Context: an optimization exercise on an open-source flow, tuned for small area and a short achievable clock period. The choices shown serve that exercise and are no tape-out recipe. Function was checked by simulation only, so behaviour that the tests miss may differ from the original. Power and IR drop assume default switching activity.

## try-fjord
Design risc_v_superscalar, start of the top module:
module risc_v_superscalar(
	input logic clk,
	input logic rst,
	output logic [27:0]  imem_line_addr,	 
	input  logic [127:0] imem_line,		 
	output logic [31:0]  cdb_data,
	output logic [5:0]   cdb_tag,
	output logic         cdb_valid,
	output logic         cdb_branch,
	output logic         cdb_branch_taken
);
localparam logic [6:0] OP_R    = 7'b0110011;
localparam logic [6:0] OP_I    = 7'b0010011;
localparam logic [6:0] OP_S    = 7'b0100011;
localparam logic [6:0] OP_B    = 7'b1100011;
localparam logic [6:0] OP_J    = 7'b1101111;
localparam logic [6:0] OP_U    = 7'b0010111;
localparam logic [6:0] OP_JALR = 7'b1100111;
localparam logic [6:0] OP_LW   = 7'b0000011;
localparam logic [6:0] OP_LUI  = 7'b0110111;
localparam logic [3:0] A_ADD  = 4'd0;
localparam logic [3:0] A_SUB  = 4'd1;
localparam logic [3:0] A_SLT  = 4'd2;
localparam logic [3:0] A_XOR  = 4'd3;
localparam logic [3:0] A_OR   = 4'd4;
localparam logic [3:0] A_AND  = 4'd5;
localparam logic [3:0] A_SLL  = 4'd6;    
localparam logic [3:0] A_SRL  = 4'd7;
localparam logic [3:0] A_SLLI = 4'd8;    
localparam logic [3:0] A_SRLI = 4'd9;
localparam logic [3:0] A_BEQ  = 4'd10;
localparam logic [3:0] A_BNE  = 4'd11;
localparam logic [3:0] A_BNO  = 4'd12;   
logic rst_q;    
always_ff @(posedge clk)
	rst_q <= rst;
logic [31:0] cp_data, cq_data, cn_data;
  ...
Size in the first run: about 21,000 cells after synthesis, about 0.24 mm^2 of cells after synthesis.
==> flow/config.mk <==
export PLATFORM = sky130hd
export DESIGN_NAME = risc_v_superscalar
export DESIGN_NICKNAME = risc_v_superscalar
export VERILOG_FILES = /design/flow/design.v
export SDC_FILE = /design/flow/constraint.sdc
export NUM_CORES = 8
export LEC_CHECK = 0
export CAP_MARGIN = 30
export CORE_MARGIN = 2
export CORE_UTILIZATION = 40
export CTS_CLUSTER_DIAMETER = 100
export CTS_CLUSTER_SIZE = 20
export PLACE_DENSITY = 0.6
export SLEW_MARGIN = 30
==> flow/constraint.sdc <==
create_clock -name core_clock -period 95.0 [get_ports {clk}]
set_input_delay 19.0000 -clock core_clock [delete_from_list [all_inputs] [get_ports {clk}]]
set_output_delay 19.0000 -clock core_clock [all_outputs]
set_load 0.01 [all_outputs]
standard.sh (not shown) runs the stock make flow with config.mk's settings and CLKGATE_MAP_FILE= SYNTH_SCRIPT=/design/flow/synth_recipe.tcl, a recipe that flattens the netlist after the stock synthesis.
==> flow/flow/run.sh <==
#!/bin/bash
# Layout flow. Every step is the standard flow (standard.sh), with these changes:
#  1. Synthesis: the standard synthesis runs first (synth_standard.log). Then the design is
#     synthesized again in orfs_area/ with ORFS's synthesis, each module on its own
#     (SYNTH_HIERARCHICAL 1, flattened at the end by synth_recipe.tcl), and with one file changed
#     in a copy of ORFS's scripts: abc_speed.script is replaced by abc_map.script, an ABC script
#     that maps for area (no buffering or gate sizing towards ABC's delay target; the layout's
#     timing repair sizes the gates that need it). match_regs.py checks that both netlists have
#     the same registers (the same names up to Yosys's cell-type tag, each in the same cell type)
#     and gives them the standard synthesis's names; only then does this netlist replace the
#     standard one. Otherwise the standard netlist is kept.
#  2. Layout (standard.log): the port buffers are buf_4 cells (buffer_ports picks a clkdlybuf4s50
#     delay cell otherwise), and timing repair (after CTS and after global routing) works on every
#     path longer than 20 ns. The constraints stay the design's (95 ns clock, same I/O delays).
# Each tool's output goes to the logs named above and ORFS's own logs under orfs*/logs.
set -euo pipefail
W=$PWD
R=$W/orfs/results/$FLOW_PLATFORM/risc_v_superscalar/base
RA=$W/orfs_area/results/$FLOW_PLATFORM/risc_v_superscalar/base

bash standard.sh synth > synth_standard.log 2>&1
cp "$R/1_2_yosys.v" netlist_standard.v

rm -rf scripts_area
cp -r "$FLOW_HOME/scripts" scripts_area
cp flow/abc_map.script scripts_area/abc_speed.script
sed -e "s#WORK_HOME=[^ ]*#WORK_HOME=$W/orfs_area SCRIPTS_DIR=$W/scripts_area SYNTH_HIERARCHICAL=1#" standard.sh > synth_area.sh
if bash synth_area.sh synth > synth_area.log 2>&1 &&
   python3 flow/match_regs.py netlist_standard.v "$RA/1_2_yosys.v" netlist_area.v > match_regs.log 2>&1; then
  cp netlist_area.v "$R/1_2_yosys.v"
  rm -f "$R/1_synth.odb" "$R/1_synth.sdc"
  echo "area netlist used" >> match_regs.log
else
  echo "standard netlist kept" >> match_regs.log
fi

bash standard.sh "BUFFER_PORTS_ARGS=-buffer_cell sky130_fd_sc_hd__buf_4" SETUP_SLACK_MARGIN=75 finish > standard.log 2>&1
Other scripts of this flow, unchanged in this note and not shown: flow/flow/abc_map.script, flow/flow/match_regs.py
Relative to try-fjord, the following input files were edited for try-juniper:
- a change of CTS_CLUSTER_SIZE from 20 to 22
- a change of CTS_CLUSTER_DIAMETER from 100 to 120
--- a/flow/flow/run.sh
+++ b/flow/flow/run.sh
@@ -13,3 +13,4 @@
 #     delay cell otherwise), and timing repair (after CTS and after global routing) works on every
-#     path longer than 20 ns. The constraints stay the design's (95 ns clock, same I/O delays).
+#     path longer than 20 ns, and antenna repair after detailed routing may take up to 10 rounds
+#     (ORFS's default is 5). The constraints stay the design's (95 ns clock, same I/O delays).
 # Each tool's output goes to the logs named above and ORFS's own logs under orfs*/logs.
@@ -36,2 +37,2 @@
 
-bash standard.sh "BUFFER_PORTS_ARGS=-buffer_cell sky130_fd_sc_hd__buf_4" SETUP_SLACK_MARGIN=75 finish > standard.log 2>&1
+bash standard.sh "BUFFER_PORTS_ARGS=-buffer_cell sky130_fd_sc_hd__buf_4" SETUP_SLACK_MARGIN=75 MAX_REPAIR_ANTENNAS_ITER_DRT=10 finish > standard.log 2>&1
- Looking only at met2 capacity usage during global routing, and setting everything else aside, the higher value of try-fjord and try-juniper goes to try-fjord.
- Diff try-juniper..try-fjord | via count | negligible
- Looking at try-fjord and try-juniper, the share of the final layout cell area in sequential cells is a wash.
--- input diff try-juniper..try-harbor ---
- swapping 40 for 50 in CORE_UTILIZATION
- swapping 0.6 for 0.66 in PLACE_DENSITY
[summary]
- Summary of try-harbor over try-juniper: weighted congestion reported at the end of routability-driven placement higher; number of vias after detailed routing grew by 612; hold slack went up by 0.022 ns.
- Logic gate share of total power (higher): try-juniper
- Share of total power in the clock network: try-harbor > try-juniper
- try-harbor against try-juniper: final area shows a reduction of 0.80%, instance area after placement went down, antenna cell count went up by 14, cell depth of the worst setup path now larger.
What try-delta does differently from try-harbor at the input level:
--- a/flow/flow/run.sh
+++ b/flow/flow/run.sh
@@ -11,3 +11,3 @@
 #     standard one. Otherwise the standard netlist is kept.
-#  2. Layout (standard.log): the port buffers are buf_4 cells (buffer_ports picks a clkdlybuf4s50
+#  2. Layout (standard_place.log up to placement, standard.log after it): the port buffers are buf_4 cells (buffer_ports picks a clkdlybuf4s50
 #     delay cell otherwise), and timing repair (after CTS and after global routing) works on every
@@ -15,2 +15,4 @@
 #     (ORFS's default is 5). The constraints stay the design's (95 ns clock, same I/O delays).
+#  3. After placement, place_outputs.tcl (place_outputs.log) moves each CDB port register, which
+#     drives only its port's buffer, next to that buffer and legalizes the placement again.
 # Each tool's output goes to the logs named above and ORFS's own logs under orfs*/logs.
@@ -37,2 +39,5 @@
 
-bash standard.sh "BUFFER_PORTS_ARGS=-buffer_cell sky130_fd_sc_hd__buf_4" SETUP_SLACK_MARGIN=75 MAX_REPAIR_ANTENNAS_ITER_DRT=10 finish > standard.log 2>&1
+ARGS=("BUFFER_PORTS_ARGS=-buffer_cell sky130_fd_sc_hd__buf_4" SETUP_SLACK_MARGIN=75 MAX_REPAIR_ANTENNAS_ITER_DRT=10)
+bash standard.sh "${ARGS[@]}" place > standard_place.log 2>&1
+PLACE_ODB="$R/3_place.odb" openroad -no_init -exit flow/place_outputs.tcl > place_outputs.log 2>&1
+bash standard.sh "${ARGS[@]}" finish > standard.log 2>&1
==> flow/flow/place_outputs.tcl (new file) <==
# Moves each register that drives only an output port's buffer (the CDB port registers cp_*)
# next to that buffer, then legalizes the placement. Reads and writes the ODB named by
# $::env(PLACE_ODB).
read_db $::env(PLACE_ODB)
set block [ord::get_db_block]
set n 0
foreach inst [$block getInsts] {
  if {![string match "cp_*" [$inst getName]]} continue
  set loads {}
  foreach it [$inst getITerms] {
    if {[[$it getMTerm] getName] ne "Q"} continue
    foreach it2 [[$it getNet] getITerms] {
      if {[$it2 isInputSignal]} { lappend loads [$it2 getInst] }
    }
  }
  if {[llength $loads] != 1 || ![string match "output*" [[lindex $loads 0] getName]]} continue
  set loc [[lindex $loads 0] getLocation]
  $inst setLocation [lindex $loc 0] [lindex $loc 1]
  incr n
}
puts "moved $n port registers"
detailed_placement
check_placement
write_db $::env(PLACE_ODB)
--- outcome ---
Between try-harbor and try-delta, the difference in share of cell area taken by multi-input logic gates is negligible.
Sum of routed wire length over all layers of try-delta is on par with try-harbor.
The area of all placed cells without fillers on try-harbor is in line with that on try-delta.
~same mean routed wirelength per cell in try-harbor and try-delta
try-delta | status: complete | timing, DRC, antenna: pass

[re-timing with driven ports]
No port has a modelled driver above. Below, the same layouts with a new extraction and two added sets of constraints.
Step 1 sets driving cells, clkbuf_16 on the clock port and buf_2 on the other inputs (assumed; they add their load-dependent delay and slew).
Step 2 adds t to the input delays and takes it off the output delays; t is the mean of the earliest and latest rising clock arrival at the registers after step 1. Input paths then give back, and output paths get back, about the clock's delay inside the block.
Slacks: ideal / step 1 / step 2; pairs: ideal / step 1.
| run | t, ns | setup slack, ns | clock arrival spread, ns | slew at the worst register clock pin (ns) | worst data-port slew with drivers (ns) |
|---|---|---|---|---|---|
| try-fjord | 1.163 | 74.253 / 74.099 / 74.557 | 0.157 / 0.157 | 0.10 / 0.10 | 0.10 |
| try-juniper | 1.131 | 74.257 / 74.119 / 74.563 | 0.134 / 0.135 | 0.11 / 0.11 | 0.10 |
| try-harbor | 1.130 | 74.431 / 74.307 / 74.647 | 0.132 / 0.132 | 0.10 / 0.10 | 0.10 |
| try-delta | 1.134 | 74.434 / 74.309 / 74.660 | 0.147 / 0.148 | 0.11 / 0.11 | 0.10 |
After both steps setup and hold are still met in every run listed. Setup slack includes reset recovery checks.
